This is an optimization exercise on Yosys and OpenROAD, whose aim is small area, a short achievable clock period and few clock cycles, not a production implementation.
Function was checked by simulation only, so behaviour that the tests miss may differ from the original.

== v31 ==
Design layer_1, start of the top module:
module layer_1
    (
        input         clk,
        input         RSTn,
        input         i_EN_w,
        input         i_EN_c,
        output        o_busy,
        input  [31:0] i_data,
        input         i_stb_in,
        output        o_ack_in,
        output [63:0] o_data,
        output        o_stb_out,
        input         i_ack_out
    );
    function [3*17-1:0] benc;
        input [32:0] x;
        input integer n;
        integer i;
        reg b2, b1, b0;
        begin
            benc = 0;
            for (i = 0; i < 17; i = i + 1) begin
                b2 = x[(2*i+1 < n) ? 2*i+1 : n-1];
                b1 = (2*i < n) ? x[2*i] : x[n-1];
                b0 = (i == 0) ? 1'b0 : x[2*i-1];
                benc[i]      = b1 ^ b0;
                benc[17 + i] = (b2 & ~b1 & ~b0) | (~b2 & b1 & b0);
                benc[34 + i] = b2;
            end
        end
    endfunction
    reg r_ph, r_phn;               
    always @(posedge clk or negedge RSTn)
        if (!RSTn) begin
            r_ph  <= 1'b0;
            r_phn <= 1'b1;
        end else begin
            r_ph  <= ~r_ph;
            r_phn <= r_ph;
        end
    reg        r_ack;         
    reg        r_busy;        
    reg  [2:0] r_lcnt;        
    reg        r_par;         
    reg  [2:0] r_nout;        
    reg        r_stb;
    reg        r_lv;          
    reg  [2:0] r_lidx;        
    wire xfer    = i_stb_in & r_ack;
    wire ld_word = xfer & (r_busy | i_EN_w);
    wire smp     = xfer & i_EN_c & ~r_busy;
    wire smp_a   = smp & ~r_par;           
    wire pair    = smp &  r_par;           
    wire take    = r_stb & i_ack_out;
    wire [2:0] nout_next = r_nout + pair - take;
    wire par_next = r_par ^ smp;
    wire full_next = ((r_nout == 3'd4) & ~(take & ~pair)) | ((r_nout == 3'd3) & pair & ~take);
    function lch;
        input [2:0] k;
        lch = (k == 3'd1) | (k > 3'd4);
    endfunction
    reg  r_do;                             
    reg  r_lsel;                           
    reg  r_lselc;                          
    reg  r_we_b, r_we_w0, r_we_w2, r_we_g, r_we_gf;    
    wire do_ld   = r_do;
    wire lv_next = ld_word | (r_lv & ~do_ld);
    wire [2:0] lidx_next = ld_word ? r_lcnt : r_lidx;
    wire do_ld_next = lv_next & (~r_ph == lch(lidx_next));
    always @(posedge clk or negedge RSTn)
        if (!RSTn) begin
  ...
Size in the first run: about 110 I/O pins, ~99,000 µm² of cells after synthesis.
Settings: LEC_CHECK=0, CAP_MARGIN=20, CORE_MARGIN=2, CORE_UTILIZATION=42, CTS_BUF_LIST=sky130_fd_sc_hd__clkbuf_16, CTS_CLUSTER_DIAMETER=100, CTS_CLUSTER_SIZE=24, SLEW_MARGIN=20, SYNTH_HIERARCHICAL=1, SYNTH_MINIMUM_KEEP_SIZE=0; clock period 12.0 ns.
standard.sh (not shown) runs the stock make flow with config.mk's settings and CLKGATE_MAP_FILE= SYNTH_SCRIPT=/design/flow/synth_recipe.tcl, a recipe that flattens the netlist after the stock synthesis.
==> flow/flow/run.sh <==
#!/bin/bash
# Standard synthesis; every combinational cell resized to its smallest drive
# strength; then the standard layout, with repair_timing aiming at a setup slack
# margin so that the critical paths are sized for the period the design can reach.
set -uo pipefail
bash standard.sh synth > synth.log 2>&1 || exit 1
DS_ODB=orfs/results/sky130hd/layer_1/base/1_synth.odb openroad -no_init -exit flow/downsize.tcl > downsize.log 2>&1 || exit 1
bash standard.sh finish SETUP_SLACK_MARGIN=8.25 > layout.log 2>&1 || exit 1
==> flow/flow/downsize.tcl <==
# Resize every combinational cell of the synthesized netlist to the smallest
# drive strength of its family; timing repair later upsizes where needed.
# Flip-flops, clock cells and physical cells are left alone.
set db [ord::get_db]
read_db $::env(DS_ODB)
set block [[$db getChip] getBlock]
set fam [dict create]
foreach lib [$db getLibs] {
  foreach m [$lib getMasters] {
    set n [$m getName]
    if {![regexp {^(sky130_fd_sc_hd__[a-z0-9]+)_([0-9]+)$} $n -> base sz]} { continue }
    if {[string match "*lpflow*" $n] || [string match "*probe*" $n]} { continue }
    dict lappend fam $base $m
  }
}
set skip {df edf sdf dl clk tap fill decap conb sdl lpflow probe diode ebuf einv bufbuf}
set nsw 0
set saved 0
foreach inst [$block getInsts] {
  set m [$inst getMaster]
  set n [$m getName]
  if {![regexp {^(sky130_fd_sc_hd__([a-z0-9]+))_([0-9]+)$} $n -> base short sz]} { continue }
  set ok 1
  foreach s $skip { if {[string match "${s}*" $short]} { set ok 0 } }
  if {!$ok} { continue }
  if {![dict exists $fam $base]} { continue }
  set best $m
  set barea [expr {[$m getWidth] * [$m getHeight]}]
  foreach c [dict get $fam $base] {
    set a [expr {[$c getWidth] * [$c getHeight]}]
    if {$a < $barea} { set best $c; set barea $a }
  }
  if {$best ne $m} {
    set old [expr {[$m getWidth] * [$m getHeight]}]
    if {[$inst swapMaster $best]} {
      incr nsw
      set saved [expr {$saved + ($old - $barea) / 1e6}]
    }
  }
}
puts "downsize: swapped $nsw cells, saved [format %.1f $saved] um2"
write_db $::env(DS_ODB)
Testbench counts of v31, summed over its fixed seeds: cycles 6,072.
[inputs] v24 vs v31
- CORE_UTILIZATION: 42 -> 50
- CTS_CLUSTER_SIZE: 24 -> 20
- CTS_CLUSTER_DIAMETER: 100 -> 120
Notes after the runs:
Against v31, starting DRC count in detailed routing in v24 rose by a few percent.
Against v31, die area in v24 came out better.
v24: full flow OK, the timing, DRC and antenna checks passed
Count of inserted antenna diode cells in v24 is 16 higher than in v31
Placed standard-cell area down 610 µm² in v24 wrt v31

[afterwards: timing with drivers on the ports]
Ports are ideal in the flow. The routed layouts listed here were re-timed in OpenROAD. Step 1, drivers: a clkbuf_16 drives clk and a buf_2 each remaining input, both assumed. Step 2 moves the port delays by t, midway between the first and last clock arrival at a register: inputs arrive t later, outputs are due t later. That takes back most of the time a late clock gives input paths. Slacks: ideal / step 1 / step 2; pairs: ideal / step 1.
run	shift t [ns]	setup slack, ns	worst slew at a driven data input, ns	pins driven straight from the clock port
v31	0.859	8.140 / 8.101 / 7.501	0.04	1
v24	0.851	8.145 / 8.088 / 7.557	0.13	1
After both steps every run listed still meets setup and hold. For v31, which loses most, drivers alone change the setup slack by -0.039 ns; drivers and shift together by -0.639 ns.
